Context: an optimization exercise on an open-source flow, tuned for small area and few clock cycles. The choices shown serve that exercise and are no tape-out recipe.
RTL that was checked went through simulation tests only; none was proved equivalent to the original.
Only the layout flow was run in run 3; the RTL was not checked for function there.
Power is estimated from default activity; no workload was simulated.

## flow/design.v

```verilog
module connect4_engine (
	input         clk,
	input         reset,         
	input         active,        
	input  [2:0]  coluna_in,     
	input  [1:0]  player_in,     
	output reg [1:0] response,   
	input         rden_vga,      
	input  [5:0]  addr_vga,      
	output reg    ready_vga,
	output [13:0] data_vga
);
	wire       p = player_in[1];
	reg        lp;               
	wire       won;
	wire       mv = active & ~won;
	wire [41:0] occ, clr;        
	wire [6:0]  full;
	genvar j, i;
	generate
		for (j = 0; j < 7; j = j + 1) begin : g_col
			reg  [6:0] col;
			wire [6:0] above;    
			assign above[6] = 1'b0;
			for (i = 0; i < 6; i = i + 1) begin : g_cell
				assign above[i] = above[i+1] | col[i+1];
				assign occ[i*7+j] = above[i];
				assign clr[i*7+j] = col[i];
			end
			assign full[j] = col[6];
			wire wr = mv & (coluna_in == j) & ~col[6];
			wire [6:0] k  = {7{wr}} & ~above;
			wire [6:0] sh = {col[5:0], 1'b0};
			always @(posedge clk) begin
				if (!reset)
					col <= 7'b0000001;
				else
					col <= (col & (~k | {7{p}})) | (~col & k & sh);
			end
		end
	endgenerate
	wire fullc = |(full & (7'd1 << coluna_in));
	always @(posedge clk) begin
		response <= mv ? (fullc ? 2'd1 : 2'd2) : 2'd0;
		if (mv)
			lp <= p;
	end
	wire [41:0] m = occ & ~(clr ^ {42{lp}});
	wire [68:0] lines;
	generate
		for (i = 0; i < 6; i = i + 1) begin : g_h
			for (j = 0; j < 4; j = j + 1) begin : g_hc
				assign lines[i*4+j] = m[i*7+j] & m[i*7+j+1] & m[i*7+j+2] & m[i*7+j+3];
			end
		end
		for (j = 0; j < 7; j = j + 1) begin : g_v
			for (i = 0; i < 3; i = i + 1) begin : g_vr
				assign lines[24+j*3+i] = m[i*7+j] & m[(i+1)*7+j] & m[(i+2)*7+j] & m[(i+3)*7+j];
			end
		end
		for (i = 0; i < 3; i = i + 1) begin : g_d
			for (j = 0; j < 4; j = j + 1) begin : g_dc
				assign lines[45+i*4+j] = m[i*7+j] & m[(i+1)*7+j+1] & m[(i+2)*7+j+2] & m[(i+3)*7+j+3];
				assign lines[57+i*4+j] = m[i*7+j+3] & m[(i+1)*7+j+2] & m[(i+2)*7+j+1] & m[(i+3)*7+j];
			end
		end
	endgenerate
	assign won = |lines;
	wire [5:0] sel;
	assign sel[5] = (addr_vga[5:3] == 3'd0) & ~addr_vga[0];   
	assign sel[4] = (addr_vga[5:3] == 3'd0) &  addr_vga[0];   
	assign sel[3] = (addr_vga[5:3] == 3'd1);                  
	assign sel[2] = (addr_vga[5:3] == 3'd2);                  
	assign sel[1] = (addr_vga[5:3] == 3'd3);                  
	assign sel[0] = addr_vga[5];                              
	generate
		for (j = 0; j < 7; j = j + 1) begin : g_rd
			wire [5:0] o, c;
			for (i = 0; i < 6; i = i + 1) begin : g_h
				assign o[i] = occ[i*7+j];
				assign c[i] = clr[i*7+j];
			end
			wire oc = |(sel & o);
			wire pl = |(sel & c);
			assign data_vga[2*j +: 2] = won ? {lp, ~lp} : {oc & pl, oc & ~pl};
		end
	endgenerate
	always @(posedge clk)
		ready_vga <= rden_vga & ~ready_vga;
endmodule
```

## flow/flow/run.sh

```bash
#!/bin/bash
# Layout: the standard flow (standard.sh), with synthesis mapped by the
# ABC script in abc_own.script (synth_own.tcl is synth_recipe.tcl with only the
# ABC script replaced) and the ports buffered with the smallest buffer.
# Each tool's log is in orfs/logs/; make's output is in standard.log.
set -euo pipefail
work=$(pwd)
bash standard.sh \
	"SYNTH_SCRIPT=$work/flow/synth_own.tcl" \
	"BUFFER_PORTS_ARGS=-buffer_cell sky130_fd_sc_hd__buf_1" \
	finish > "$work/standard.log" 2>&1
```

## flow/flow/abc_own.script

```
strash
dch -f
amap
```

## flow/flow/synth_own.tcl

```tcl
# The standard synthesis (synth_recipe.tcl), with ABC's mapping script
# replaced by flow/abc_own.script: the steps before and after ABC, and so the
# registers and their names, are the standard synthesis's.
proc synth {args} { yosys synth -nofsm -noshare {*}$args }
set own_abc [file join [file dirname [file normalize [info script]]] abc_own.script]
set f [open $::env(SCRIPTS_DIR)/synth.tcl]
set synth_text [read $f]
close $f
set from {log_cmd abc {*}$abc_args}
if { [string first $from $synth_text] < 0 } { error "synth.tcl has no ABC call to replace" }
set synth_text [string map [list $from {log_cmd abc {*}[lreplace $abc_args 1 1 $own_abc]}] $synth_text]
eval $synth_text
# left out here: clear keep_hierarchy, flatten, clean up, hide names made inside functions, write 1_2_yosys.v
```

## flow/standard.sh

```bash
#!/bin/bash
# synth_recipe.tcl (not shown) runs the flow's synth.tcl, then flattens the netlist and writes it again
# the make line also repeats each setting of config.mk as NAME=value (left out here)
make -C /OpenROAD-flow-scripts/flow DESIGN_CONFIG=/design/flow/config.mk WORK_HOME=/design/flow/orfs CLKGATE_MAP_FILE= SYNTH_SCRIPT=/design/flow/synth_recipe.tcl "${@:-finish}"
```

## flow/config.mk

```make
export PLATFORM = sky130hd
export DESIGN_NAME = connect4_engine
export DESIGN_NICKNAME = connect4_engine
export VERILOG_FILES = /design/flow/design.v
export SDC_FILE = /design/flow/constraint.sdc
export NUM_CORES = 4
export LEC_CHECK = 0
export ABC_AREA = 1
export CAP_MARGIN = 20
export CORE_MARGIN = 2
export CORE_UTILIZATION = 60
export CTS_BUF_LIST = sky130_fd_sc_hd__clkbuf_4 sky130_fd_sc_hd__clkbuf_8
export PLACE_DENSITY = 0.7
export SLEW_MARGIN = 20
```

## flow/constraint.sdc

```tcl
create_clock -name core_clock -period 10.0 [get_ports {clk}]
set_input_delay 2.0000 -clock core_clock [delete_from_list [all_inputs] [get_ports {clk}]]
set_output_delay 2.0000 -clock core_clock [all_outputs]
set_load 0.01 [all_outputs]
```

==> results of run 1 <==
critical path, cell delays in order (launching register included):
cell,delay [ns]
edfxtp_1,0.35
buf_4,0.41
clkinv_1,0.13
buf_4,0.30
o221ai_1,0.50
clkinv_1,0.28
nand3_1,0.19
nor2_1,0.05
nor4_1,0.31
o311ai_0,0.24
nor3_1,0.30
nand4_1,0.16
nor4_2,0.22
clkinv_1,0.13
nand2_1,0.39
o21ai_0,0.21
buf_1,0.17
sequential cells by signal, indices dropped and copies added, names as in the netlist:
name / cells
g_col.col: 49
lp: 1
ready_vga: 1
response: 2
worst paths after layout:
| check | slack, ns | startpoint | to | depth (start not counted) |
|---|---|---|---|---|
| worst max-delay path | 3.34 | lp | data_vga[3] | 16 |
| worst min-delay path | 0.43 | ready_vga | ready_vga | 1 |
| worst max register to register | 4.19 | lp | g_col[1].col[3] | 21 |
| worst min register to register | 0.43 | ready_vga | ready_vga | 1 |
cell type report:
class,count,share of cell area (%)
inverter,111,10.08
tap,75,2.271
clock inverter,2,0.4239
sequential,53,25.92
timing repair buffer,33,3.451
multi-input combinational,402,55.86
clock buffer,6,1.998
cells by family (layout without fill, tap and decap cells):
logic type / Yosys count / in the layout / synth area share, %
buffers and inverters: 111 / 152 / 10.99
and+or+nand+nor: 212 / 212 / 25.16
AOI/OAI and AO/OA: 190 / 190 / 35.59
DFF: 53 / 53 / 28.26
placed cells by master, fill, tap and decap left out, types with 12 or more instances in the layout:
cell | netlist | routed
dfxtp_1 | 52 | 52
o221ai_1 | 35 | 35
nand2_1 | 17 | 17
nand3_1 | 23 | 23
a21oi_1 | 19 | 19
o22ai_1 | 44 | 44
nor4_1 | 14 | 13
nor3_1 | 23 | 23
a2111oi_0 | 12 | 12
buf_1 | 0 | 28
nor2_1 | 109 | 109
a211oi_1 | 15 | 15
clkinv_1 | 111 | 111
o21ai_0 | 23 | 23
a31oi_1 | 12 | 12
layer usage:
layer / up-vias / wire length, µm
li1: 2226 / -
met1: 2141 / 5217
met2: 342 / 5877
met3: 60 / 1616
met4: 0 / 514
met5: - / 0
power groups by stage:
stage,Sequential [µW],Combinational (µW),Clock (µW)
floorplan,222,22.9,0
global placement,221,39.3,0
detailed placement,221,40.5,0
CTS,216,40.5,137
global route,217,45.6,145
finish,216,42.4,135
stage by stage:
| step | utilization (%) | total power, µW |
|---|---|---|
| 2_1_floorplan | - | 245.3 |
| 3_3_place_gp | 66.92 | 260.2 |
| 3_5_place_dp | 66.92 | 261.5 |
| 4_1_cts | 68.58 | 393.5 |
| 5_1_grt | 68.58 | 407.2 |
| 6_report | 68.58 | 393.5 |
==> impl_metrics.json, run 1 <==
{
  "hp-class": "register to register",
  "leakagePower_uw": 0.001174,
  "grt_use_met3_pct": 9.397,
  "root_buffer": "clkbuf_8",
  "cts_sinks": 53,
  "io_pins": 32,
  "yosys.area.top_type": "dfxtp_1",
  "max_freq_ghz": 0.1501,
  "cts_tree": "yes",
  "slew_headroom_pct": 25.21,
  "coreArea_um2": 6026,
  "totalWireLength_mm": 13.23,
  "combPwrFrac_pct": 10.8,
  "ys_ff_latch": 53,
  "arrival_ns": 4.66,
  "synth.top_cell.area_share_pct": 27.47,
  "place_congestion": 1.070,
  "cp-start-kind": "register",
  "pwr-share-seq_pct": 54.9,
  "fin_setup_tns_ns": 0,
  "synthTopCellsByCount": "clkinv_1 (111), nor2_1 (109), dfxtp_1 (52)",
  "cts_buffers": 5,
  "grt_pass1_wl_mm": 21.34,
  "drtPass1Iterations": 6,
  "synth_ff_type": "dfxtp_1",
  "hold-worst-slack_ns": 0.4320,
  "die_x_um": 83.48,
  "synth_cells": 566,
  "powerDensity_nw_per_um2": 95.21,
  "drc_errors": 0,
  "synth_most_common_cell": "clkinv_1",
  "drv_slew": 0,
  "grt_util_met2_pct": 59.02,
  "io_buffers": 28,
  "dp_cells": 674,
  "place_area_um2": 4033,
  "crit_type": "register to output port",
  "synth.distinct_cells": 34,
  "dp_worst_setup_slack_ns": 3.588,
  "final_nets": 621,
  "grt_overflow": 0,
  "fin_skew_ns": 0.007316,
  "rows": 28,
  "report.final.setup_viol": 0,
  "gr-usage-met1_pct": 49.57,
  "avgViaCountPerCell": 6.993,
  "multi_input_area_um2": 2308,
  "areaGrowthSynthToFinish_pct": 9.046,
  "synth_seq_area_share_pct": 28.26,
  "tightestPinTransition_ns": 1.122,
  "wire_per_inst_um": 19.39,
  "antenna_found_initial": 0,
  "instances_no_fill": 682,
  "num_vias": 4769,
  "status": "finished clean",
  "start_util_pct": 62.89,
  "critPathCaptureType": "output port",
  "maxCapViolCount": 0,
  "track_usage_pct": 37.48,
  "p_clk_share_pct": 34.3,
  "peakVddDrop_mv": 0.07886,
  "worstSkewPairLatency_ns": 0.32,
  "htreeDepth": 2,
  "cts-resized-gates": 0,
  "synthTopCellsByArea": "dfxtp_1 (27%), clkinv_1 (11%), nor2_1 (11%), o221ai_1 (8.1%), o22ai_1 (7.3%)",
  "hold_buffers": 0,
  "diodes": 0,
  "synth_nets": 581,
  "gr-max-usage-layer": "met2",
  "cts_buffer_depth": 2,
  "hold_viol": 0,
  "seqCellArea_um2": 1071,
  "drt-initial-drc-count": 670,
  "die_area_um2": 6968,
  "dp_hpwl_mm": 9.518,
  "clkSlewWorstSetupHoldPaths_ns": 0.10,
  "ys_warn_count": 1,
  "intPower_uw": 281.8,
  "fin_area_um2": 4133,
  "cp_data_required_time_ns": 8.00,
  "grt_pass1_vias": 4326,
  "switchingPower_uw": 111.7,
  "timing.final.ws_setup_ns": 3.337,
  "postCtsSetupBuffers": 0,
  "antenna_left": 0,
  "n_fill_cell": 572,
  "die_y_um": 83.48,
  "synth_area_um2": 3790,
  "grt_start_max_net_pins": 46,
  "fin_crit_sh_pct": 66.63,
  "drive_gt1_share_pct": 2.306,
  "synthArstFlopShare_pct": 0,
  "synth_edf_count": 1,
  "p_sw_share_pct": 28.38,
  "syn_avg_cell_area_um2": 6.696,
  "cp_max_fo": 45,
  "rsz0062_at_grt": "false",
  "fin_crit_ns": 6.663
}
Testbench counts, summed over its fixed seeds: cycles 11,028.
==> run 2: changes to the inputs <==
--- a/flow/config.mk
+++ b/flow/config.mk
@@ -8,7 +8,6 @@
 export ABC_AREA = 1
 export CAP_MARGIN = 20
 export CORE_MARGIN = 2
-export CORE_UTILIZATION = 60
-export CTS_BUF_LIST = sky130_fd_sc_hd__clkbuf_4 sky130_fd_sc_hd__clkbuf_8
-export PLACE_DENSITY = 0.7
+export CORE_UTILIZATION = 30
+export PLACE_DENSITY = 0.42
 export SLEW_MARGIN = 20
==> run 2 against run 1 <==
Effect of this change: combinational power increased by 3%; worst hold slack got worse by 0.015 ns; synthesized area unchanged; non-clock buffer count unchanged; clock-buffer cell count up 2; via count fell by 2.8%; critical path depth rose by 1; routed wire length rose by 14%; clock skew increased by 0.00093 ns; cell count rose by 14%; largest cell class unchanged.
==> impl_metrics.json, run 2 <==
{
  "synth_most_common_cell": "clkinv_1",
  "fin_setup_tns_ns": 0,
  "critPathCaptureType": "output port",
  "grt_start_max_net_pins": 43,
  "reg_top3": "g_col.col (49), response (2)",
  "synth_edf_count": 1,
  "rsz0062_at_grt": "false",
  "largest_reg_flops": 49,
  "synth_seq_area_share_pct": 28.26,
  "reg2reg_to": "g_col[1].col[3]",
  "die_y_um": 116.4,
  "syn_avg_cell_area_um2": 6.696,
  "avgViaCountPerCell": 5.953,
  "drv_slew": 0,
  "synth.distinct_cells": 34,
  "totalWireLength_mm": 15.12,
  "io_buffers": 28,
  "dp_worst_setup_slack_ns": 2.725,
  "leakagePower_uw": 0.001194,
  "hold_buffers": 0,
  "place_area_um2": 4154,
  "p_clk_share_pct": 41.5,
  "cts_tree": "yes",
  "diodes": 0,
  "grt_pass1_vias": 4150,
  "max_freq_ghz": 0.1297,
  "track_usage_pct": 22.92,
  "final_nets": 621,
  "die_x_um": 116.4,
  "pwr-share-seq_pct": 48.7,
  "arrival_ns": 5.71,
  "clkSlewWorstSetupHoldPaths_ns": 0.07,
  "num_vias": 4637,
  "grt_pass1_wl_mm": 23.24,
  "cts_buffers": 5,
  "hp-start": "ready_vga",
  "antenna_found_initial": 0,
  "root_buffer": "clkbuf_16",
  "postCtsSetupBuffers": 0,
  "status": "finished clean",
  "hold_viol": 0,
  "cp-endpoint": "data_vga[3]",
  "fin_crit_ns": 7.712,
  "grt_overflow": 0,
  "start_util_pct": 30.40,
  "layout_common_cells": "clkinv_1 (111), nor2_1 (109), dfxtp_1 (52)",
  "fin_crit_sh_pct": 77.12,
  "synth.top_cell.area_share_pct": 27.47,
  "p_sw_share_pct": 26.92,
  "cts_buffer_depth": 2,
  "slowest_stage": "clkinv_1",
  "cp_max_fo": 42,
  "startpoint": "lp",
  "coreArea_um2": 12470,
  "worstSkewPairLatency_ns": 0.31,
  "synthArstFlopShare_pct": 0,
  "cp_data_required_time_ns": 8.00,
  "n_fill_cell": 1406,
  "cp_num_buf_inv": 7,
  "place_congestion": 0.9565,
  "ys_ff_latch": 53,
  "io_pins": 32,
  "cts-resized-gates": 0,
  "cp-start-kind": "register",
  "fin_area_um2": 4300,
  "ff2ff_setup_slack_ns": 3.46,
  "dp_hpwl_mm": 11.02,
  "maxCapViolCount": 0,
  "antenna_left": 0,
  "worstRegToRegCells": 21,
  "switchingPower_uw": 119.5,
  "slew_headroom_pct": 33.10,
  "combPwrFrac_pct": 9.8,
  "synth_cells": 566,
  "rows": 41,
  "crit_type": "register to output port",
  "synth_ff_type": "dfxtp_1",
  "synthTopCellsByCount": "clkinv_1 (111), nor2_1 (109), dfxtp_1 (52)",
  "peakVddDrop_mv": 0.05380,
  "cts_sinks": 53,
  "tightestPinTransition_ns": 0.9958,
  "critPathTopFamily": "buffers and inverters",
  "drtPass1Iterations": 5,
  "fin_skew_ns": 0.008249,
  "synth_area_um2": 3790,
  "synth_nets": 581,
  "crit_chain": "buf_4 > clkinv_1 > buf_4 > o221ai_1 > clkinv_1 > nand3_1 > nor2_1 > nor4_1 > o311ai_0 > nor3_1 > nand4_1 > nor4_2 > buf_4 > clkinv_1 > nand2_1 > o21ai_0 > buf_1",
  "critPathMaxStageDelay_ns": 0.72,
  "powerDensity_nw_per_um2": 103.2,
  "die_area_um2": 13550,
  "drt-initial-drc-count": 445,
  "hp-class": "register to register",
  "r2r-start": "lp",
  "ys_warn_count": 1,
  "yosys.area.top_type": "dfxtp_1",
  "regMostFlops": "g_col.col",
  "synthTopCellsByArea": "dfxtp_1 (27%), clkinv_1 (11%), nor2_1 (11%), o221ai_1 (8.1%), o22ai_1 (7.3%)",
  "wire_per_inst_um": 19.40,
  "timing.final.ws_setup_ns": 2.288,
  "intPower_uw": 324.4,
  "final_common_cell": "clkinv_1",
  "htreeDepth": 2,
  "worst-path-stages": 17,
  "drc_errors": 0,
  "drive_gt1_share_pct": 1.977,
  "areaGrowthSynthToFinish_pct": 13.47,
  "report.final.setup_viol": 0
}
run 2: cell counts after synthesis:
Identical to the previous run, type by type.
run 2: layout make-up:
cell class,count,area (µm²),share of cell area (%)
multi-input combinational,402,2308,53.68
sequential,53,1071,24.91
inverter,111,416.7,9.689
tap,172,215.2,5.004
clock buffer,8,146.4,3.404
timing repair buffer,33,142.6,3.317
run 2: worst register-to-register path: stages, from the launching register on:
cell,delay (ns)
edfxtp_1,0.32
buf_4,0.42
clkinv_1,0.75
buf_4,0.48
o221ai_1,0.48
clkinv_1,0.23
nand3_1,0.18
nor2_1,0.06
nor4_1,0.30
o311ai_0,0.19
nor3_1,0.19
nand4_1,0.14
nor4_2,0.51
buf_4,0.29
nand2_1,0.36
nor3_1,0.65
clkinv_1,0.29
nor2_1,0.19
clkinv_1,0.13
nor2_1,0.10
o32a_1,0.14
nor2_1,0.04
run 2: stage by stage:
| stage | cells | util [%] | power, µW | hold slack, ns |
|---|---|---|---|---|
| after floorplan | 566 | - | 245.3 | 0.4495 |
| after global placement | 771 | 33.32 | 264.4 | 0.3974 |
| after detailed placement | 771 | 33.32 | 264.3 | 0.4076 |
| after CTS | 779 | 34.50 | 450.7 | 0.4206 |
| after global routing | 779 | 34.50 | 463.8 | 0.4412 |
| final | 779 | 34.50 | 443.9 | 0.4169 |
run 2: cell families after synthesis:
logic type	synth area share (%)
buf+inv	10.99
simple gates	25.16
flops	28.26
compound gates	35.59
run 2: worst min-delay path by stage:
stage	cells after the start	end
after global placement	1	ready_vga
after global routing	1	ready_vga
final	1	ready_vga
after detailed placement	1	ready_vga
after floorplan	1	ready_vga
after CTS	1	ready_vga
run 2: routing by layer:
layer  up-vias  global-route usage, %  wire [µm]
met5         -                      0          0
met4         0                  9.921        527
met3        36                  5.189        957
met2       197                  35.19       6703
met1      2182                  30.83       6928
li1       2222                      -          -
run 2: power by group through the flow:
stage	logic [µW]	clock network, µW	registers [µW]
floorplan	22.9	0	222
global placement	43.4	0	221
detailed placement	43.3	0	221
CTS	43.4	191	216
global route	47.8	200	216
finish	43.6	184	216
==> run 3: changes to the inputs <==
--- a/flow/design.v
+++ b/flow/design.v
@@ -66,23 +66,27 @@
 		end
 	endgenerate
 	assign won = |lines;
+	wire [5:0] a = addr_vga;
 	wire [5:0] sel;
-	assign sel[5] = (addr_vga[5:3] == 3'd0) & ~addr_vga[0];   
-	assign sel[4] = (addr_vga[5:3] == 3'd0) &  addr_vga[0];   
-	assign sel[3] = (addr_vga[5:3] == 3'd1);                  
-	assign sel[2] = (addr_vga[5:3] == 3'd2);                  
-	assign sel[1] = (addr_vga[5:3] == 3'd3);                  
-	assign sel[0] = addr_vga[5];                              
+	wire [6:1] thr;
+	assign sel[0] = a[5];
+	assign sel[1] = a[4] & a[3];
+	assign sel[2] = a[4] & ~a[3];
+	assign sel[3] = a[3] & ~a[4];
+	assign sel[4] = a[0] & ~(a[5] | a[4] | a[3]);
+	assign sel[5] = ~(a[5] | a[4] | a[3] | a[0]);
+	assign thr[1] = a[5];
+	assign thr[2] = a[5] | (a[4] & a[3]);
+	assign thr[3] = a[5] | a[4];
+	assign thr[4] = a[5] | a[4] | a[3];
+	assign thr[5] = a[5] | a[4] | a[3] | a[0];
+	assign thr[6] = 1'b1;
 	generate
 		for (j = 0; j < 7; j = j + 1) begin : g_rd
-			wire [5:0] o, c;
-			for (i = 0; i < 6; i = i + 1) begin : g_h
-				assign o[i] = occ[i*7+j];
-				assign c[i] = clr[i*7+j];
-			end
-			wire oc = |(sel & o);
-			wire pl = |(sel & c);
-			assign data_vga[2*j +: 2] = won ? {lp, ~lp} : {oc & pl, oc & ~pl};
+			wire [6:0] w = g_col[j].col;
+			wire oc = won | |(thr & w[6:1]);
+			wire pl = (won & lp) | (|(sel & w[5:0]) & ~won);
+			assign data_vga[2*j +: 2] = {oc & pl, oc & ~pl};
 		end
 	endgenerate
 	always @(posedge clk)
==> flow/flow/run.sh (replaced) <==
#!/bin/bash
# Layout: the standard flow (standard.sh), with
#  - synthesis mapped by the ABC script in abc_own.script (synth_own.tcl is
#    synth_recipe.tcl with only the ABC script replaced),
#  - the ports buffered with the smallest buffer,
#  - a clock tree of few sink clusters and no dummy loads.
# Each tool's log is in orfs/logs/; make's output is in standard.log.
set -euo pipefail
work=$(pwd)
bash standard.sh \
	"SYNTH_SCRIPT=$work/flow/synth_own.tcl" \
	"BUFFER_PORTS_ARGS=-buffer_cell sky130_fd_sc_hd__buf_1" \
	"CTS_ARGS=-sink_clustering_enable -sink_clustering_size 30 -sink_clustering_max_diameter 200 -buf_list sky130_fd_sc_hd__clkbuf_8 -root_buf sky130_fd_sc_hd__clkbuf_8 -repair_clock_nets -dont_use_dummy_load" \
	finish > "$work/standard.log" 2>&1
==> flow/flow/abc_own.script (replaced) <==
strash
&get -n
&deepsyn -T 20
&put
dch -f
amap
--- a/flow/config.mk
+++ b/flow/config.mk
@@ -8,6 +8,6 @@
 export ABC_AREA = 1
 export CAP_MARGIN = 20
 export CORE_MARGIN = 2
-export CORE_UTILIZATION = 30
-export PLACE_DENSITY = 0.42
+export CORE_UTILIZATION = 60
+export PLACE_DENSITY = 0.7
 export SLEW_MARGIN = 20
==> run 3 against run 2 <==
Effect of this change: still clean; clock skew is 0.0093 ns higher; cell count down 12%; sequential power about the same; maximum frequency hardly changed; critical path type unchanged; critical endpoint is now data_vga[7].
==> impl_metrics.json, run 3 <==
{
  "ff2ff_setup_slack_ns": 3.49,
  "tightestPinTransition_ns": 1.027,
  "cts_buffer_depth": 2,
  "synth_area_um2": 3816,
  "dp_hpwl_mm": 9.611,
  "largest_reg_flops": 49,
  "slowest_stage": "clkinv_1",
  "drc_errors": 0,
  "antenna_found_initial": 0,
  "synthTopCellsByArea": "dfxtp_1 (27%), nor2_1 (12%), clkinv_1 (8.0%), o221ai_1 (7.3%), nor3_1 (5.0%)",
  "combPwrFrac_pct": 13.1,
  "peakVddDrop_mv": 0.06315,
  "intPower_uw": 272.0,
  "drtPass1Iterations": 6,
  "synth_top_family_by_area": "compound AO/OA/AOI/OAI gates",
  "syn_avg_cell_area_um2": 6.719,
  "fin_setup_tns_ns": 0,
  "cp_max_fo": 44,
  "final_common_cell": "nor2_1",
  "start_util_pct": 61.15,
  "r2r-start": "lp",
  "reg2reg_to": "g_col[5].col[1]",
  "synth.top_cell.area_share_pct": 27.28,
  "hp-class": "register to register",
  "leakagePower_uw": 0.001278,
  "synth_compound_area_share_pct": 32.62,
  "yosys.area.top_type": "dfxtp_1",
  "cp-endpoint": "data_vga[7]",
  "worstRegToRegCells": 18,
  "seqCellArea_um2": 1071,
  "layout_common_cells": "nor2_1 (121), clkinv_1 (81), dfxtp_1 (52)",
  "ys_warn_count": 1,
  "critPathCaptureType": "output port",
  "worstSkewPairLatency_ns": 0.31,
  "fin_crit_sh_pct": 77.06,
  "place_area_um2": 4048,
  "synth_cells": 568,
  "synth.distinct_cells": 34,
  "coreArea_um2": 6241,
  "num_vias": 4840,
  "reg_top3": "g_col.col (49), response (2)",
  "synth_most_common_cell": "nor2_1",
  "grt_pass1_wl_mm": 21.45,
  "cts-resized-gates": 0,
  "slew_headroom_pct": 31.56,
  "totalWireLength_mm": 13.31,
  "drt-initial-drc-count": 581,
  "synthMuxAreaShare_pct": 0,
  "place_congestion": 1.121,
  "cts_tree": "yes",
  "synthArstFlopShare_pct": 0,
  "hp-start": "ready_vga",
  "die_area_um2": 7014,
  "final_nets": 623,
  "cp_data_required_time_ns": 8.00,
  "die_x_um": 83.75,
  "maxCapViolCount": 0,
  "synth_nets": 583,
  "crit_chain": "buf_4 > clkinv_1 > buf_4 > o221ai_1 > nor2_1 > a32o_1 > nor4_1 > o221ai_1 > or4_1 > a2111oi_0 > o21ai_0 > clkinv_1 > nor2_1 > a31oi_1 > nor2b_1 > buf_1",
  "track_usage_pct": 37.61,
  "cp-start-kind": "register",
  "synth-simple-area-share_pct": 31.34,
  "die_y_um": 83.75,
  "fin_area_um2": 4131,
  "grt_start_max_net_pins": 45,
  "p_sw_share_pct": 27.35,
  "synth_edf_count": 1,
  "antenna_left": 0,
  "critPathMaxStageDelay_ns": 0.63,
  "startpoint": "lp",
  "clkSlewWorstSetupHoldPaths_ns": 0.10,
  "n_fill_cell": 575,
  "status": "finished clean",
  "grt_overflow": 0,
  "grt_pass1_vias": 4373,
  "cts_sinks": 53,
  "arrival_ns": 5.71,
  "wire_per_inst_um": 19.48,
  "drive_gt1_share_pct": 1.650,
  "ys_ff_latch": 53,
  "synthTopCellsByCount": "nor2_1 (121), clkinv_1 (81), dfxtp_1 (52)",
  "p_clk_share_pct": 29.3,
  "htreeDepth": 2,
  "pwr-share-seq_pct": 57.7,
  "synthAdderAreaFrac_pct": 0,
  "synth_seq_area_share_pct": 28.07,
  "synthXorXnorAreaFrac_pct": 0,
  "drv_slew": 0,
  "areaGrowthSynthToFinish_pct": 8.262,
  "io_buffers": 28,
  "max_freq_ghz": 0.1298,
  "hold_buffers": 0,
  "avgViaCountPerCell": 7.086,
  "hold_viol": 0,
  "synth_ff_type": "dfxtp_1",
  "regMostFlops": "g_col.col",
  "root_buffer": "clkbuf_8",
  "postCtsSetupBuffers": 0,
  "cts_buffers": 5,
  "fin_crit_ns": 7.706,
  "switchingPower_uw": 102.4,
  "powerDensity_nw_per_um2": 90.61,
  "diodes": 0,
  "io_pins": 32,
  "rows": 29,
  "multi_input_area_um2": 2441,
  "rsz0062_at_grt": "false",
  "report.final.setup_viol": 0,
  "fin_skew_ns": 0.01754,
  "crit_type": "register to output port"
}
## run 3: critical path: cells and delay by family (launching register included)
| family | cells | cell delay (ns) |
|---|---|---|
| buffers and inverters | 5 | 1.89 |
| and+or+nand+nor | 5 | 1.39 |
| AOI/OAI and AO/OA | 6 | 1.74 |
| DFF | 1 | 0.34 |
## run 3: final cells by class
class / count / share of cell area (%)
Clock buffer: 5 / 1.666
Inverter: 81 / 7.359
Multi-Input combinational cell: 434 / 59.09
Sequential cell: 53 / 25.92
Tap cell: 77 / 2.332
Timing Repair Buffer: 33 / 3.634
## run 3: cell families after synthesis
kind of cell           Yosys count
AO/OA/AOI/OAI                  170
flip-flops                      53
AND/OR/NAND/NOR                264
buffers and inverters           81
## run 3: stage by stage
step / worst slack [ns] / std cells / hold WS, ns / util (%) / power, µW
after global placement: 2.898 / 677 / 0.3973 / 64.86 / 265.4
after CTS: 2.547 / 682 / 0.4228 / 65.96 / 375.1
after floorplan: 2.924 / 568 / 0.4495 / - / 247.7
after detailed placement: 2.929 / 677 / 0.4096 / 64.86 / 266.5
after global routing: 1.823 / 683 / 0.4504 / 66.20 / 388.0
final: 2.294 / 683 / 0.4196 / 66.20 / 374.4
## run 3: how the worst min path moves through the flow
stage                     depth (start not counted)  slack [ns]   endpoint
final                                             1        0.42  ready_vga
after detailed placement                          1        0.41  ready_vga
after floorplan                                   1        0.45  ready_vga
after global placement                            1        0.40  ready_vga
after global routing                              1        0.45  ready_vga
after CTS                                         1        0.42  ready_vga
## run 3: power by group through the flow
stage                     combinational [µW]  sequential (µW)  clock, µW
after global placement                  44.7              221          0
final                                   48.9              216        110
after floorplan                         25.4              222          0
after global routing                    51.9              216        120
after CTS                               45.9              216        113
after detailed placement                45.7              221          0
## run 3: routing by layer
layer / vias to the layer above / wire (µm) / global-route usage (%)
li1: 2207 / - / -
met4: 0 / 612 / 21.70
met1: 2226 / 5421 / 49.17
met2: 345 / 5885 / 58.33
met5: - / 0 / 0
met3: 62 / 1386 / 6.528
==> run 4: changes to the inputs <==
--- a/flow/design.v
+++ b/flow/design.v
@@ -46,26 +46,42 @@
 			lp <= p;
 	end
 	wire [41:0] m = occ & ~(clr ^ {42{lp}});
-	wire [68:0] lines;
+	function f7;
+		input [6:0] x;
+		f7 = x[3] & ((x[1] & x[2] & (x[0] | x[4])) | (x[4] & x[5] & (x[2] | x[6])));
+	endfunction
+	function f6;
+		input [5:0] x;
+		f6 = x[2] & x[3] & ((x[0] & x[1]) | (x[1] & x[4]) | (x[4] & x[5]));
+	endfunction
+	function f5;
+		input [4:0] x;
+		f5 = x[1] & x[2] & x[3] & (x[0] | x[4]);
+	endfunction
+	wire [5:0] hz;
+	wire [6:0] vt;
+	wire [5:0] du, dd;
 	generate
 		for (i = 0; i < 6; i = i + 1) begin : g_h
-			for (j = 0; j < 4; j = j + 1) begin : g_hc
-				assign lines[i*4+j] = m[i*7+j] & m[i*7+j+1] & m[i*7+j+2] & m[i*7+j+3];
-			end
+			assign hz[i] = f7(m[i*7 +: 7]);
 		end
 		for (j = 0; j < 7; j = j + 1) begin : g_v
-			for (i = 0; i < 3; i = i + 1) begin : g_vr
-				assign lines[24+j*3+i] = m[i*7+j] & m[(i+1)*7+j] & m[(i+2)*7+j] & m[(i+3)*7+j];
-			end
-		end
-		for (i = 0; i < 3; i = i + 1) begin : g_d
-			for (j = 0; j < 4; j = j + 1) begin : g_dc
-				assign lines[45+i*4+j] = m[i*7+j] & m[(i+1)*7+j+1] & m[(i+2)*7+j+2] & m[(i+3)*7+j+3];
-				assign lines[57+i*4+j] = m[i*7+j+3] & m[(i+1)*7+j+2] & m[(i+2)*7+j+1] & m[(i+3)*7+j];
-			end
+			assign vt[j] = f6({m[35+j], m[28+j], m[21+j], m[14+j], m[7+j], m[j]});
 		end
 	endgenerate
-	assign won = |lines;
+	assign du[0] = m[0*7+3] & m[1*7+4] & m[2*7+5] & m[3*7+6];
+	assign du[1] = f5({m[4*7+6], m[3*7+5], m[2*7+4], m[1*7+3], m[0*7+2]});
+	assign du[2] = f6({m[5*7+6], m[4*7+5], m[3*7+4], m[2*7+3], m[1*7+2], m[0*7+1]});
+	assign du[3] = f6({m[5*7+5], m[4*7+4], m[3*7+3], m[2*7+2], m[1*7+1], m[0*7+0]});
+	assign du[4] = f5({m[5*7+4], m[4*7+3], m[3*7+2], m[2*7+1], m[1*7+0]});
+	assign du[5] = m[2*7+0] & m[3*7+1] & m[4*7+2] & m[5*7+3];
+	assign dd[0] = m[0*7+3] & m[1*7+2] & m[2*7+1] & m[3*7+0];
+	assign dd[1] = f5({m[4*7+0], m[3*7+1], m[2*7+2], m[1*7+3], m[0*7+4]});
+	assign dd[2] = f6({m[5*7+0], m[4*7+1], m[3*7+2], m[2*7+3], m[1*7+4], m[0*7+5]});
+	assign dd[3] = f6({m[5*7+1], m[4*7+2], m[3*7+3], m[2*7+4], m[1*7+5], m[0*7+6]});
+	assign dd[4] = f5({m[5*7+2], m[4*7+3], m[3*7+4], m[2*7+5], m[1*7+6]});
+	assign dd[5] = m[2*7+6] & m[3*7+5] & m[4*7+4] & m[5*7+3];
+	assign won = |{hz, vt, du, dd};
 	wire [5:0] a = addr_vga;
 	wire [5:0] sel;
 	wire [6:1] thr;
==> flow/flow/abc_own.script (replaced) <==
strash
balance -l
 resub -K 6 -l
 rewrite -l
 resub -K 6 -N 2 -l
 refactor -l
 resub -K 8 -l
 balance -l
 resub -K 8 -N 2 -l
 rewrite -l
 resub -K 10 -l
 rewrite -z -l
 resub -K 10 -N 2 -l
 balance -l
 resub -K 12 -l
 refactor -z -l
 resub -K 12 -N 2 -l
 rewrite -z -l
 balance -l
balance -l
 resub -K 6 -l
 rewrite -l
 resub -K 6 -N 2 -l
 refactor -l
 resub -K 8 -l
 balance -l
 resub -K 8 -N 2 -l
 rewrite -l
 resub -K 10 -l
 rewrite -z -l
 resub -K 10 -N 2 -l
 balance -l
 resub -K 12 -l
 refactor -z -l
 resub -K 12 -N 2 -l
 rewrite -z -l
 balance -l
balance -l
 resub -K 6 -l
 rewrite -l
 resub -K 6 -N 2 -l
 refactor -l
 resub -K 8 -l
 balance -l
 resub -K 8 -N 2 -l
 rewrite -l
 resub -K 10 -l
 rewrite -z -l
 resub -K 10 -N 2 -l
 balance -l
 resub -K 12 -l
 refactor -z -l
 resub -K 12 -N 2 -l
 rewrite -z -l
 balance -l
&get -n
&dch -f
&put
amap
==> run 4 against run 3 <==
Effect of this change: still clean; worst setup slack improved by 0.16 ns; sequential share of layout area is 0.46 points higher; maximum frequency is 2.2% higher; sequential power about the same; clock skew fell by 0.0058 ns; routed wire length is 1.7% higher; critical path type unchanged; critical endpoint is now data_vga[3]; largest cell class unchanged; largest power group unchanged; highest routed layer unchanged.
==> impl_metrics.json, run 4 <==
{
  "status": "finished clean",
  "diodes": 0,
  "cts_buffer_depth": 2,
  "maxCapViolCount": 0,
  "reg2reg_to": "g_col[6].col[2]",
  "fin_setup_tns_ns": 0,
  "cp_max_fo": 44,
  "fin_area_um2": 4060,
  "cts_tree": "yes",
  "io_buffers": 28,
  "startpoint": "lp",
  "r2r-start": "lp",
  "synth_area_um2": 3735,
  "synth.distinct_cells": 37,
  "ys_ff_latch": 53,
  "critPathCaptureType": "output port",
  "grt_use_met3_pct": 7.654,
  "ff2ff_setup_slack_ns": 3.72,
  "syn_avg_cell_area_um2": 6.742,
  "track_usage_pct": 38.01,
  "slowest_stage": "a2111oi_0",
  "reg_top3": "g_col.col (49), response (2)",
  "grt_pass1_vias": 4248,
  "avgViaCountPerCell": 7.090,
  "coreArea_um2": 5956,
  "fin_crit_sh_pct": 75.43,
  "hold_buffers": 0,
  "synth_cells": 554,
  "drv_slew": 0,
  "regMostFlops": "g_col.col",
  "ys_warn_count": 1,
  "slew_headroom_pct": 39.68,
  "drtPass1Iterations": 8,
  "arrival_ns": 5.54,
  "drt-initial-drc-count": 736,
  "cts_sinks": 53,
  "powerDensity_nw_per_um2": 93.87,
  "place_area_um2": 3991,
  "hold_viol": 0,
  "grt_pass1_wl_mm": 21.29,
  "critPathMaxStageDelay_ns": 0.76,
  "cp_data_required_time_ns": 8.00,
  "io_pins": 32,
  "dp_cells": 662,
  "grt_start_max_net_pins": 45,
  "crit_chain": "buf_4 > clkinv_1 > buf_16 > o221ai_1 > o22a_1 > nor3_1 > nor4_1 > o311ai_0 > nor4_1 > clkinv_1 > a2111oi_0 > nor2b_1 > buf_1",
  "max_freq_ghz": 0.1326,
  "largest_reg_flops": 49,
  "root_buffer": "clkbuf_8",
  "die_y_um": 82.90,
  "hold-worst-slack_ns": 0.4155,
  "tightestPinTransition_ns": 0.9014,
  "layout_common_cells": "nor2_1 (127), clkinv_1 (83), dfxtp_1 (52)",
  "hp-class": "register to register",
  "synth.top_cell.area_share_pct": 27.87,
  "dp_hpwl_mm": 9.994,
  "postCtsSetupBuffers": 0,
  "final_nets": 609,
  "instances_no_fill": 667,
  "place_congestion": 1.020,
  "totalWireLength_mm": 13.53,
  "synthTopCellsByArea": "dfxtp_1 (28%), nor2_1 (13%), clkinv_1 (8.3%), o22ai_1 (6.0%), o221ai_1 (5.2%)",
  "drive_gt1_share_pct": 1.689,
  "gr-max-usage-layer": "met2",
  "crit_type": "register to output port",
  "final_common_cell": "nor2_1",
  "num_vias": 4729,
  "grt_overflow": 0,
  "start_util_pct": 62.71,
  "antenna_left": 0,
  "gr-usage-met1_pct": 49.97,
  "synth_ff_type": "dfxtp_1",
  "dp_worst_setup_slack_ns": 2.902,
  "die_x_um": 82.90,
  "wire_per_inst_um": 20.29,
  "grt_util_met2_pct": 60.63,
  "htreeDepth": 2,
  "antenna_found_initial": 0,
  "clkSlewWorstSetupHoldPaths_ns": 0.09,
  "yosys.area.top_type": "dfxtp_1",
  "synth_nets": 569,
  "fin_crit_ns": 7.543,
  "report.final.setup_viol": 0,
  "synth_seq_area_share_pct": 28.68,
  "rsz0062_at_grt": "false",
  "drc_errors": 0,
  "timing.final.ws_setup_ns": 2.457,
  "synthArstFlopShare_pct": 0,
  "die_area_um2": 6872,
  "cts-resized-gates": 0,
  "leakagePower_uw": 0.001310,
  "cp-endpoint": "data_vga[3]",
  "peakVddDrop_mv": 0.08194,
  "synth_most_common_cell": "nor2_1",
  "worstSkewPairLatency_ns": 0.30,
  "cp-start-kind": "register",
  "worstRegToRegCells": 20,
  "synthTopCellsByCount": "nor2_1 (127), clkinv_1 (83), dfxtp_1 (52)",
  "synth_edf_count": 1,
  "areaGrowthSynthToFinish_pct": 8.710,
  "fin_skew_ns": 0.01178,
  "rows": 28,
  "cts_buffers": 5
}
## run 4: worst min-delay path by stage
stage	start	to	slack [ns]	cells after the start
floorplan	ready_vga	ready_vga	0.45	1
global placement	ready_vga	ready_vga	0.40	1
detailed placement	ready_vga	ready_vga	0.40	1
CTS	ready_vga	ready_vga	0.42	1
global route	ready_vga	ready_vga	0.46	1
finish	ready_vga	ready_vga	0.42	1
## run 4: logic make-up (layout without fill, tap and decap cells)
logic type | Yosys count | count (layout) | share of synthesized area [%]
simple gates | 232 | 232 | 27.27
buf+inv | 83 | 121 | 8.342
compound gates | 186 | 186 | 35.71
flops | 53 | 53 | 28.68
## run 4: worst max-delay path: cells and delay by family, from the launching register on
kind	cells	cell delay [ns]
compound gates	4	1.82
buf+inv	5	2.07
flops	1	0.34
simple gates	4	0.99
## run 4: final cells by class
| cell class | count | area [µm²] |
|---|---|---|
| sequential | 53 | 1071 |
| multi-input combinational | 418 | 2352 |
| clock buffer | 5 | 68.82 |
| timing repair buffer | 33 | 162.7 |
| tap | 75 | 93.84 |
| inverter | 83 | 311.5 |
| fill | 522 | 1896 |
## run 4: report_power, final
group          switching, µW  internal (µW)  total, µW
Combinational           39.4           15.0       54.3
Sequential              1.64            214        216
Clock                   65.7           45.4        111
## run 4: stage by stage
| stage | util, % | power (µW) |
|---|---|---|
| after global routing | 68.17 | 391.7 |
| after global placement | 66.55 | 268.8 |
| after CTS | 68.17 | 379.8 |
| after floorplan | - | 251.6 |
| after detailed placement | 67.02 | 271.5 |
| final | 68.17 | 381.1 |
## run 4: routing by layer
metal	part of all wire (%)	wire length, µm	vias up
met2	45	6064	372
met3	13	1693	76
met1	38	5172	2117
li1	-	-	2164
met5	0	0	-
met4	4.4	601	0
Testbench counts of run 4, summed over its fixed seeds: cycles 11,028.
==> run 5: changes to the inputs <==
--- a/flow/config.mk
+++ b/flow/config.mk
@@ -6,8 +6,8 @@
 export NUM_CORES = 4
 export LEC_CHECK = 0
 export ABC_AREA = 1
-export CAP_MARGIN = 20
+export CAP_MARGIN = 5
 export CORE_MARGIN = 2
 export CORE_UTILIZATION = 60
 export PLACE_DENSITY = 0.7
-export SLEW_MARGIN = 20
+export SLEW_MARGIN = 5
==> run 5 against run 4 <==
Effect of this change: global-route usage fell by 0.13 points; design area fell by 0.68%; critical path depth fell by 1; die area did not move; non-clock buffer count fell by 1; routed wire length fell by 1.5%; maximum frequency fell by 6.4%; via count rose by 1.4%; register-to-register slack got worse by 0.52 ns; synthesized area did not move; core utilization fell by 0.46 points; largest power group unchanged; combinational power fell by 3%.
==> impl_metrics.json, run 5 <==
{
  "drtPass1Iterations": 6,
  "postCtsSetupBuffers": 0,
  "rows": 28,
  "slew_headroom_pct": 19.42,
  "hp-start": "ready_vga",
  "hold_viol": 0,
  "layout_common_cells": "nor2_1 (127), clkinv_1 (83), dfxtp_1 (52)",
  "grt_start_max_net_pins": 45,
  "synth_nets": 569,
  "avgViaCountPerCell": 7.197,
  "seqCellArea_um2": 1071,
  "synth_edf_count": 1,
  "synthArstFlopShare_pct": 0,
  "synthXorXnorAreaFrac_pct": 0,
  "tightestPinTransition_ns": 1.201,
  "cp_max_fo": 44,
  "cts-resized-gates": 0,
  "r2r-start": "lp",
  "io_pins": 32,
  "die_y_um": 82.90,
  "root_buffer": "clkbuf_8",
  "ys_warn_count": 1,
  "rsz0062_at_grt": "false",
  "arrival_ns": 6.06,
  "leakagePower_uw": 0.001297,
  "fin_skew_ns": 0.01130,
  "synth_ff_type": "dfxtp_1",
  "ys_ff_latch": 53,
  "antenna_found_initial": 0,
  "cts_buffers": 5,
  "final_nets": 608,
  "drive_gt1_share_pct": 1.523,
  "dp_cells": 661,
  "powerDensity_nw_per_um2": 93.85,
  "crit_chain": "buf_4 > clkinv_1 > o221ai_1 > o22a_1 > nor3_1 > nor4_1 > o311ai_0 > nor4_1 > clkinv_1 > a2111oi_0 > nor2b_1 > buf_1",
  "timing.final.ws_setup_ns": 1.945,
  "die_x_um": 82.90,
  "synthTopCellsByArea": "dfxtp_1 (28%), nor2_1 (13%), clkinv_1 (8.3%), o22ai_1 (6.0%), o221ai_1 (5.2%)",
  "synth.distinct_cells": 37,
  "synth_most_common_cell": "nor2_1",
  "syn_avg_cell_area_um2": 6.742,
  "track_usage_pct": 37.88,
  "synthMuxAreaShare_pct": 0,
  "cts_buffer_depth": 2,
  "dp_hpwl_mm": 9.915,
  "synth.top_cell.area_share_pct": 27.87,
  "cts_tree": "yes",
  "io_buffers": 28,
  "report.final.setup_viol": 0,
  "instances_no_fill": 666,
  "yosys.area.top_type": "dfxtp_1",
  "startpoint": "lp",
  "num_vias": 4793,
  "htreeDepth": 2,
  "cts_sinks": 53,
  "critPathCaptureType": "output port",
  "cp_data_required_time_ns": 8.00,
  "fin_crit_ns": 8.055,
  "start_util_pct": 62.71,
  "largest_reg_flops": 49,
  "fin_setup_tns_ns": 0,
  "peakVddDrop_mv": 0.08254,
  "fin_crit_sh_pct": 80.55,
  "synth_seq_area_share_pct": 28.68,
  "totalWireLength_mm": 13.33,
  "coreArea_um2": 5956,
  "synthAdderAreaFrac_pct": 0,
  "drt-initial-drc-count": 550,
  "synth_compound_area_share_pct": 35.71,
  "ff2ff_setup_slack_ns": 3.20,
  "cp-start-kind": "register",
  "synth-simple-area-share_pct": 27.27,
  "place_congestion": 1.020,
  "clkSlewWorstSetupHoldPaths_ns": 0.09,
  "synth_area_um2": 3735,
  "crit_type": "register to output port",
  "slowest_stage": "clkinv_1",
  "wire_per_inst_um": 20.01,
  "status": "finished clean",
  "synth_top_family_by_area": "compound AO/OA/AOI/OAI gates",
  "multi_input_area_um2": 2352,
  "dp_worst_setup_slack_ns": 2.662,
  "hp-class": "register to register",
  "diodes": 0,
  "final_common_cell": "nor2_1",
  "grt_pass1_vias": 4231,
  "reg_top3": "g_col.col (49), response (2)",
  "max_freq_ghz": 0.1241,
  "hold-worst-slack_ns": 0.4163,
  "synth_cells": 554,
  "maxCapViolCount": 0,
  "grt_overflow": 0,
  "areaGrowthSynthToFinish_pct": 7.973,
  "grt_pass1_wl_mm": 21.19,
  "antenna_left": 0,
  "die_area_um2": 6872,
  "worstSkewPairLatency_ns": 0.31,
  "regMostFlops": "g_col.col",
  "hold_buffers": 0,
  "critPathMaxStageDelay_ns": 1.07,
  "drc_errors": 0,
  "n_fill_cell": 531,
  "synthTopCellsByCount": "nor2_1 (127), clkinv_1 (83), dfxtp_1 (52)",
  "drv_slew": 0
}
## run 5: per-stage QoR
stage,area [µm²],total power [µW],utilization (%)
3_3_place_gp,3964,268.8,66.55
6_report,4033,378.5,67.71
3_5_place_dp,3964,270.2,66.55
5_1_grt,4033,390.9,67.71
4_1_cts,4033,378.0,67.71
2_1_floorplan,3735,251.6,-
## run 5: cell type report
cell class | instances | area share [%]
Multi-Input combinational cell | 418 | 58.33
Sequential cell | 53 | 26.56
Inverter | 83 | 7.726
Timing Repair Buffer | 32 | 3.351
Tap cell | 75 | 2.327
Clock buffer | 5 | 1.706
## run 5: worst paths after layout
kind                endpoint  depth (start not counted)
min                ready_vga                          1
max             data_vga[13]                         12
min reg2reg        ready_vga                          1
max reg2reg  g_col[3].col[2]                         17
## run 5: power by group
part / internal, µW / total [µW] / leakage [µW] / switching [µW]
combinational: 13.9 / 52.5 / 0.000831 / 38.6
sequential: 214 / 216 / 0.000430 / 1.68
clock: 45.4 / 110 / 0.0000359 / 64.9
total: 273 / 378 / 0.00130 / 105
## run 5: per-layer routing
metal	vias up	GRT usage [%]	wire length, µm
met1	2135	50.96	5121
met5	-	0	0
met3	83	6.958	1769
met2	412	59.16	5786
met4	0	16.99	651
li1	2163	-	-
## run 5: worst max-delay path, delay by kind of cell, from the launching register on
kind | cells | cell delay [ns]
simple gates | 4 | 1.05
buf+inv | 4 | 2.11
flops | 1 | 0.34
compound gates | 4 | 2.22
## run 5: kinds of logic (layout without fill, tap and decap cells)
group,after synthesis,in the layout
simple gates,232,232
compound gates,186,186
buf+inv,83,120
flops,53,53
==> run 6: changes to the inputs <==
--- a/flow/flow/abc_own.script
+++ b/flow/flow/abc_own.script
@@ -56,4 +56,4 @@
 &get -n
 &dch -f
 &put
-amap
+amap -A 1000 -F 1000
==> run 6 against run 5 <==
Effect of this change: critical endpoint is now data_vga[12]; highest routed layer unchanged; still clean on timing, DRC and antenna; sequential power about the same; synthesized cell count is 1.6% lower; core utilization decreased by 0.80 points; clock-buffer cell count unchanged.
==> impl_metrics.json, run 6 <==
{
  "status": "finished clean",
  "cts-resized-gates": 0,
  "clkSlewWorstSetupHoldPaths_ns": 0.09,
  "cts_tree": "yes",
  "p_total_uw": 379.3,
  "antenna_found_initial": 0,
  "drv_slew": 0,
  "io_pins": 32,
  "max_freq_ghz": 0.1323,
  "grt_start_max_net_pins": 44,
  "drtPass1Iterations": 7,
  "rsz0062_at_grt": "false",
  "fin_crit_sh_pct": 75.61,
  "place_area_um2": 3892,
  "track_usage_pct": 38.94,
  "htreeDepth": 2,
  "cts_sinks": 53,
  "ys_warn_count": 1,
  "layout_common_cells": "nor2_1 (124), clkinv_1 (82), dfxtp_1 (52)",
  "hold_viol": 0,
  "final_common_cell": "nor2_1",
  "coreArea_um2": 5921,
  "fin_crit_ns": 7.561,
  "synth-simple-area-share_pct": 24.81,
  "dp_hpwl_mm": 9.401,
  "synth_most_common_cell": "nor2_1",
  "root_buffer": "clkbuf_8",
  "synthTopCellsByCount": "nor2_1 (124), clkinv_1 (82), dfxtp_1 (52)",
  "io_buffers": 28,
  "die_y_um": 82.22,
  "synth.distinct_cells": 36,
  "maxCapViolCount": 0,
  "drt-initial-drc-count": 607,
  "grt_overflow": 0,
  "areaGrowthSynthToFinish_pct": 7.907,
  "worstSkewPairLatency_ns": 0.31,
  "slew_headroom_pct": 32.91,
  "synthXorXnorAreaFrac_pct": 0,
  "num_vias": 4640,
  "synthMuxAreaShare_pct": 0,
  "synthAdderAreaFrac_pct": 0,
  "syn_avg_cell_area_um2": 6.736,
  "critPathCaptureType": "output port",
  "regMostFlops": "g_col.col",
  "fin_setup_tns_ns": 0,
  "fin_area_um2": 3961,
  "yosys.area.top_type": "dfxtp_1",
  "cts_buffer_depth": 2,
  "synth_cells": 545,
  "grt_pass1_vias": 3933,
  "peakVddDrop_mv": 0.07179,
  "antenna_left": 0,
  "synth_top_family_by_area": "compound AO/OA/AOI/OAI gates",
  "synth_compound_area_share_pct": 37.63,
  "report.final.setup_viol": 0,
  "cp-start-kind": "input port",
  "cts_buffers": 5,
  "drive_gt1_share_pct": 1.377,
  "synth_area_um2": 3671,
  "start_util_pct": 62.00,
  "wire_per_inst_um": 20.00,
  "totalWireLength_mm": 13.12,
  "leakagePower_uw": 0.001292,
  "crit_type": "input port to output port",
  "synth_edf_count": 1,
  "final_nets": 598,
  "hold_buffers": 0,
  "avgViaCountPerCell": 7.073,
  "synthArstFlopShare_pct": 0,
  "die_x_um": 82.22,
  "fin_skew_ns": 0.01341,
  "arrival_ns": 5.56,
  "grt_pass1_wl_mm": 19.80,
  "hp-class": "register to register",
  "rows": 28,
  "postCtsSetupBuffers": 0,
  "largest_reg_flops": 49,
  "synthTopCellsByArea": "dfxtp_1 (28%), nor2_1 (13%), clkinv_1 (8.4%), o22ai_1 (8.4%), o221ai_1 (8.1%)",
  "synth_nets": 560,
  "synth.top_cell.area_share_pct": 28.36,
  "synth_ff_type": "dfxtp_1",
  "place_congestion": 1.039,
  "reg_top3": "g_col.col (49), response (2)",
  "diodes": 0,
  "synth_seq_area_share_pct": 29.18,
  "drc_errors": 0,
  "tightestPinTransition_ns": 1.003,
  "cp_data_required_time_ns": 8.00,
  "cp_max_fo": 9,
  "powerDensity_nw_per_um2": 95.75,
  "die_area_um2": 6760,
  "ys_ff_latch": 53
}
==> run 6: worst max-delay path, cell delays in order <==
cell       delay, ns
buf_1           0.12
nor2_1          0.77
nand2_1         0.44
nor2_1          0.67
clkinv_1        0.58
a2111oi_0       0.73
nor2b_1         0.10
buf_1           0.15
==> run 6: worst paths after layout <==
kind / from / endpoint / slack (ns) / cells after the start
worst max register to register: lp / g_col[3].col[1] / 4.60 / 20
worst max-delay path: addr_vga[4] / data_vga[12] / 2.44 / 8
worst min-delay path: ready_vga / ready_vga / 0.42 / 1
worst min register to register: ready_vga / ready_vga / 0.42 / 1
==> run 6: cell families after synthesis <==
family / after synthesis
AO/OA/AOI/OAI: 198
buffers and inverters: 82
flip-flops: 53
AND/OR/NAND/NOR: 212
==> run 6: cell type report <==
type	instances	area, µm²
inverters	82	307.8
multi-input cells	410	2292
well taps	75	93.84
clock buffers	5	68.82
fillers	558	1959
flip-flops and latches	53	1071
repair buffers	31	127.6
==> run 6: per-layer routing <==
| layer | track usage (%) | part of all wire [%] | routed length (µm) | vias to the layer above |
|---|---|---|---|---|
| met5 | 0 | 0 | 0 | - |
| met4 | 17.83 | 5.3 | 696 | 0 |
| met3 | 10.11 | 12 | 1598 | 85 |
| met2 | 60.81 | 43 | 5667 | 347 |
| met1 | 50.13 | 39 | 5158 | 2066 |
| li1 | - | - | - | 2142 |
==> run 6: metrics by stage <==
step | cells | util, % | hold slack [ns] | worst slack [ns]
floorplan | 545 | - | 0.4495 | 3.455
global placement | 651 | 65.74 | 0.3973 | 2.876
detailed placement | 651 | 65.74 | 0.4093 | 2.760
CTS | 656 | 66.91 | 0.4223 | 2.759
global route | 656 | 66.91 | 0.4402 | 2.484
finish | 656 | 66.91 | 0.4249 | 2.439
==> run 6: power by group <==
| part | leakage [µW] | switching (µW) | internal (µW) | total, µW |
|---|---|---|---|---|
| combinational | 0.000826 | 38.6 | 14.0 | 52.6 |
| clock | 0.0000359 | 65.8 | 45.4 | 111 |
| sequential | 0.000430 | 1.53 | 214 | 216 |
==> run 7: changes to the inputs <==
--- a/flow/design.v
+++ b/flow/design.v
@@ -19,7 +19,8 @@
 	genvar j, i;
 	generate
 		for (j = 0; j < 7; j = j + 1) begin : g_col
-			reg  [6:0] col;
+			reg  [6:0] ncol;     
+			wire [6:0] col = ~ncol;
 			wire [6:0] above;    
 			assign above[6] = 1'b0;
 			for (i = 0; i < 6; i = i + 1) begin : g_cell
@@ -33,9 +34,9 @@
 			wire [6:0] sh = {col[5:0], 1'b0};
 			always @(posedge clk) begin
 				if (!reset)
-					col <= 7'b0000001;
+					ncol <= 7'b1111110;
 				else
-					col <= (col & (~k | {7{p}})) | (~col & k & sh);
+					ncol <= ~((col & (~k | {7{p}})) | (~col & k & sh));
 			end
 		end
 	endgenerate
==> run 7 against run 6 <==
Effect of this change: worst hold slack got worse by 0.0079 ns; combinational power decreased by 8.6%; worst setup slack got worse by 0.57 ns; sequential cell count unchanged; first-iteration DRC count increased by 23%; via count decreased by 1.0%; register-to-register slack got worse by 0.48 ns; sequential share of layout area increased by 0.18 points; non-clock buffer count increased by 1; design area decreased by 0.66%; maximum frequency decreased by 7.0%; critical path type is now register to output port; critical endpoint is now data_vga[8]; highest routed layer unchanged.
==> impl_metrics.json, run 7 <==
{
  "io_pins": 32,
  "dp_cells": 653,
  "dp_hpwl_mm": 9.099,
  "areaGrowthSynthToFinish_pct": 8.187,
  "synthXorXnorAreaFrac_pct": 0,
  "largest_reg_flops": 49,
  "max_freq_ghz": 0.1231,
  "hold_buffers": 0,
  "drv_slew": 0,
  "synth_compound_area_share_pct": 38.29,
  "min_path_cells": 1,
  "place_congestion": 1.009,
  "crit_type": "register to output port",
  "cp_data_required_time_ns": 8.00,
  "root_buffer": "clkbuf_8",
  "cts_buffer_depth": 2,
  "hp-class": "register to register",
  "synth_seq_area_share_pct": 29.45,
  "synthArstFlopShare_pct": 0,
  "final_nets": 600,
  "fin_skew_ns": 0.01139,
  "critPathCaptureType": "output port",
  "synthAdderAreaFrac_pct": 0,
  "synth_nets": 561,
  "status": "finished clean",
  "slew_headroom_pct": 27.11,
  "grt_overflow": 0,
  "grt_pass1_wl_mm": 19.86,
  "drc_errors": 0,
  "reg_top3": "g_col.ncol (49), response (2)",
  "die_area_um2": 6701,
  "synth.distinct_cells": 32,
  "layout_common_cells": "nor2_1 (106), clkinv_1 (71), o21ai_0 (69)",
  "hold_viol": 0,
  "synth_cells": 546,
  "clkSlewWorstSetupHoldPaths_ns": 0.09,
  "fin_crit_sh_pct": 81.27,
  "drt-initial-drc-count": 749,
  "io_buffers": 28,
  "regMostFlops": "g_col.ncol",
  "antenna_left": 0,
  "ys_ff_latch": 53,
  "instances_no_fill": 658,
  "worstSkewPairLatency_ns": 0.30,
  "cts_buffers": 5,
  "rows": 28,
  "grt_pass1_vias": 4060,
  "cts-resized-gates": 0,
  "coreArea_um2": 5886,
  "synthTopCellsByCount": "nor2_1 (106), clkinv_1 (71), o21ai_0 (69)",
  "cp-start-kind": "register",
  "report.final.setup_viol": 0,
  "worstRegToRegCells": 17,
  "synth.top_cell.area_share_pct": 28.62,
  "maxCapViolCount": 0,
  "synthTopCellsByArea": "dfxtp_1 (29%), nor2_1 (11%), o21ai_0 (9.5%), clkinv_1 (7.3%), o221ai_1 (6.3%)",
  "die_y_um": 81.86,
  "seqCellArea_um2": 1071,
  "final_common_cell": "nor2_1",
  "postCtsSetupBuffers": 0,
  "yosys.area.top_type": "dfxtp_1",
  "wire_per_inst_um": 19.20,
  "synth_most_common_cell": "nor2_1",
  "n_fill_cell": 512,
  "htreeDepth": 2,
  "totalWireLength_mm": 12.63,
  "cts_sinks": 53,
  "fin_crit_ns": 8.127,
  "antenna_found_initial": 0,
  "synth_ff_type": "dfxtp_1",
  "grt_start_max_net_pins": 47,
  "rsz0062_at_grt": "false",
  "fin_setup_tns_ns": 0,
  "cts_tree": "yes",
  "peakVddDrop_mv": 0.07982,
  "diodes": 0,
  "tightestPinTransition_ns": 1.093,
  "cp_max_fo": 46,
  "num_vias": 4593,
  "drive_gt1_share_pct": 1.544,
  "powerDensity_nw_per_um2": 95.33,
  "start_util_pct": 61.80,
  "track_usage_pct": 38.79,
  "ys_warn_count": 1,
  "synth-simple-area-share_pct": 24.94,
  "syn_avg_cell_area_um2": 6.662,
  "multi_input_area_um2": 2300,
  "arrival_ns": 6.13,
  "leakagePower_uw": 0.001301,
  "die_x_um": 81.86,
  "synth_edf_count": 1,
  "avgViaCountPerCell": 6.980,
  "synth_top_family_by_area": "compound AO/OA/AOI/OAI gates",
  "synthMuxAreaShare_pct": 0,
  "synth_area_um2": 3637,
  "drtPass1Iterations": 8
}
==> run 7: cell types whose count changed after synthesis, moves of 8 or more <==
cell,change
o21ai_0,+43
o22ai_1,-19
nor2_1,-18
nand3_1,+12
o311ai_0,+12
clkinv_1,-11
o221ai_1,-8
==> run 7: worst paths after layout <==
path | startpoint | to | slack [ns]
setup / recovery | lp | data_vga[8] | 1.87
hold / removal | ready_vga | ready_vga | 0.42
setup reg to reg | lp | g_col[4].ncol[4] | 4.12
hold reg to reg | ready_vga | ready_vga | 0.42
==> run 7: cell families after synthesis <==
| family | Yosys count |
|---|---|
| simple gates | 209 |
| flops | 53 |
| compound gates | 213 |
| buf+inv | 71 |
==> run 7: power breakdown <==
part	switching [µW]	leakage, µW	internal, µW	total [µW]
sequential	2.82	0.000432	214	217
combinational	35.1	0.000833	12.9	48.1
clock	64.8	0.0000359	45.4	110
==> run 7: area by class of cell <==
class                      count  area share (%)
clock buffer                   5           1.749
inverter                      71           6.773
timing repair buffer          32           3.434
multi-input combinational    422           58.44
sequential                    53           27.22
tap                           75           2.385
==> run 7: stage by stage <==
stage / power [µW] / area (µm²) / utilization, % / worst slack [ns] / hold slack (ns)
global placement: 266.0 / 3866 / 65.69 / 2.528 / 0.3974
floorplan: 247.8 / 3637 / - / 3.162 / 0.4495
finish: 375.1 / 3935 / 66.86 / 1.873 / 0.4170
detailed placement: 267.4 / 3866 / 65.69 / 2.424 / 0.4042
CTS: 375.2 / 3935 / 66.86 / 2.084 / 0.4178
global route: 385.3 / 3935 / 66.86 / 1.559 / 0.4477
==> run 7: layer usage <==
metal  GRT usage, %  up-vias  part of all wire (%)  wire length [µm]
met5              0        -                     0                 0
met4          21.00        0                   6.2               783
met3          9.011       75                    12              1508
met2          60.98      344                    43              5479
met1          48.93     2036                    38              4860
li1               -     2138                     -                 -
==> run 7: worst max-delay path, stage by stage (launching register included) <==
cell	delay, ns
edfxtp_1	0.33
buf_4	0.41
clkinv_1	0.58
buf_4	0.41
o221ai_1	0.41
clkinv_1	0.17
a22oi_1	0.19
a2111oi_0	0.08
a221oi_1	0.26
o2111ai_1	0.18
a2111o_1	0.36
a221oi_1	0.64
clkinv_1	0.68
nand2_1	0.56
o21ai_0	0.21
nor2b_1	0.17
buf_1	0.13
Testbench counts of run 7, summed over its fixed seeds: cycles 11,028.
==> run 8: changes to the inputs <==
--- a/flow/design.v
+++ b/flow/design.v
@@ -13,7 +13,7 @@
 	wire       p = player_in[1];
 	reg        lp;               
 	wire       won;
-	wire       mv = active & ~won;
+	wire       mv = active & ~won & ~|response;
 	wire [41:0] occ, clr;        
 	wire [6:0]  full;
 	genvar j, i;
==> run 8 against run 7 <==
Effect of this change: still clean on timing, DRC and antenna; critical path depth unchanged; design area unchanged; global-route usage down 0.48 points.
==> impl_metrics.json, run 8 <==
{
  "status": "finished clean",
  "grt_start_max_net_pins": 47,
  "hold_viol": 0,
  "dp_cells": 654,
  "synthXorXnorAreaFrac_pct": 0,
  "postCtsSetupBuffers": 0,
  "combPwrFrac_pct": 12.2,
  "fin_crit_ns": 8.342,
  "syn_avg_cell_area_um2": 6.651,
  "num_vias": 4564,
  "crit_type": "register to output port",
  "synth_cells": 548,
  "ys_ff_latch": 53,
  "synthArstFlopShare_pct": 0,
  "synth.distinct_cells": 32,
  "multi_input_area_um2": 2307,
  "track_usage_pct": 38.31,
  "avgViaCountPerCell": 6.926,
  "hold_buffers": 0,
  "crit_chain": "buf_4 > clkinv_1 > buf_4 > o221ai_1 > clkinv_1 > a22oi_1 > a2111oi_0 > a221oi_1 > o2111ai_1 > a2111o_1 > a221oi_1 > clkinv_1 > nand2_1 > o21ai_0 > nor2b_1 > buf_1",
  "cts-resized-gates": 0,
  "hp-class": "register to register",
  "regMostFlops": "g_col.ncol",
  "drv_slew": 0,
  "hp-start": "ready_vga",
  "place_area_um2": 3866,
  "switchingPower_uw": 101.9,
  "peakVddDrop_mv": 0.07917,
  "cts_sinks": 53,
  "cp_common_cell": "clkinv_1",
  "reg_top3": "g_col.ncol (49), response (2)",
  "critPathMaxStageDelay_ns": 0.72,
  "intPower_uw": 271.0,
  "r2r-start": "lp",
  "instances_no_fill": 659,
  "cts_tree": "yes",
  "antenna_found_initial": 0,
  "place_congestion": 1.089,
  "report.final.setup_viol": 0,
  "final_nets": 601,
  "fin_skew_ns": 0.01293,
  "antenna_left": 0,
  "critPathCaptureType": "output port",
  "cp-start-kind": "register",
  "rsz0062_at_grt": "false",
  "seqCellArea_um2": 1071,
  "yosys.area.top_type": "dfxtp_1",
  "maxCapViolCount": 0,
  "io_buffers": 28,
  "drtPass1Iterations": 8,
  "slowest_stage": "clkinv_1",
  "arrival_ns": 6.34,
  "synth_edf_count": 1,
  "synth_ff_type": "dfxtp_1",
  "synth_seq_area_share_pct": 29.39,
  "tightestPinTransition_ns": 1.158,
  "die_x_um": 81.94,
  "synth_top_family_by_area": "compound AO/OA/AOI/OAI gates",
  "grt_overflow": 0,
  "max_freq_ghz": 0.1199,
  "worstSkewPairLatency_ns": 0.31,
  "leakagePower_uw": 0.001286,
  "grt_pass1_vias": 4066,
  "io_pins": 32,
  "cp_data_required_time_ns": 8.00,
  "powerDensity_nw_per_um2": 94.75,
  "synthTopCellsByCount": "nor2_1 (109), o21ai_0 (72), clkinv_1 (71)",
  "fin_setup_tns_ns": 0,
  "largest_reg_flops": 49,
  "slew_headroom_pct": 22.78,
  "totalWireLength_mm": 12.59
}
run 8: changes by cell type after synthesis, sizes merged, moves of 3 or more:
cell and change:
nand3 -6, nor2 +3, o21ai +3, or3 +3
run 8: logic make-up after synthesis:
family | count (synthesis)
and+or+nand+nor | 209
DFF | 53
AOI/OAI and AO/OA | 215
buffers and inverters | 71
run 8: critical path: cells and delay by family, from the launching register on:
kind,cells,cell delay (ns)
AOI/OAI and AO/OA,8,2.55
and+or+nand+nor,2,0.73
DFF,1,0.33
buffers and inverters,6,2.41
run 8: power by group through the flow:
stage / registers, µW / clock network (µW) / logic (µW)
2_1_floorplan: 223 / 0 / 22.8
3_3_place_gp: 221 / 0 / 42.2
3_5_place_dp: 221 / 0 / 43.2
4_1_cts: 216 / 115 / 43.4
5_1_grt: 217 / 120 / 48.2
6_report: 216 / 111 / 45.6
run 8: through the flow:
| step | utilization, % | hold WS (ns) | total power, µW |
|---|---|---|---|
| finish | 66.86 | 0.4382 | 372.8 |
| global route | 66.86 | 0.4502 | 384.4 |
| CTS | 66.86 | 0.4433 | 374.0 |
| detailed placement | 65.69 | 0.4268 | 264.3 |
| global placement | 65.69 | 0.3974 | 263.1 |
| floorplan | - | 0.4495 | 245.4 |
run 8: path summary, 6_finish.rpt:
path | slack (ns) | end | cells after the start
min reg2reg | 0.44 | ready_vga | 1
min | 0.44 | ready_vga | 1
max reg2reg | 3.77 | g_col[6].ncol[4] | 17
max | 1.66 | data_vga[8] | 16
run 8: layout make-up:
type	instances	share of cell area (%)
multi-input cells	424	58.63
well taps	75	2.385
flip-flops and latches	53	27.22
inverters	71	6.773
clock buffers	5	1.749
repair buffers	31	3.243
run 8: routing by layer:
layer  share of wire (%)  vias up  track usage, %
li1                    -     2136               -
met1                  40     2068           48.16
met2                  43      303           60.41
met3                  12       57           9.451
met4                 4.9        0           20.00
met5                   0        -               0
Testbench counts of run 8, summed over its fixed seeds: cycles 11,028.

[what the ideal ports hide]
How much do the figures lean on ideal ports? The routed layouts below were timed once more, with nothing changed but the port constraints. Step 1: set_driving_cell puts a clkbuf_16 on clk and a buf_2 on each other input, an assumption about the parent block. Step 2 also shifts input and output timing later by t, the mid clock arrival at the registers, as if the neighbouring blocks saw the same clock. Three values: ideal ports, drivers, drivers and shift; two values: the first two.
run	shift t [ns]	setup WS [ns]
run 1	0.340	3.337 / 3.309 / 3.351
run 2	0.350	2.288 / 2.243 / 2.593
run 3	0.331	2.294 / 2.262 / 2.593
run 4	0.330	2.457 / 2.426 / 2.487
run 5	0.332	1.945 / 1.914 / 2.245
run 6	0.331	2.439 / 2.419 / 2.419
run 7	0.328	1.873 / 1.843 / 2.171
run 8	0.337	1.658 / 1.626 / 1.963
After both steps every run listed still meets setup and hold.
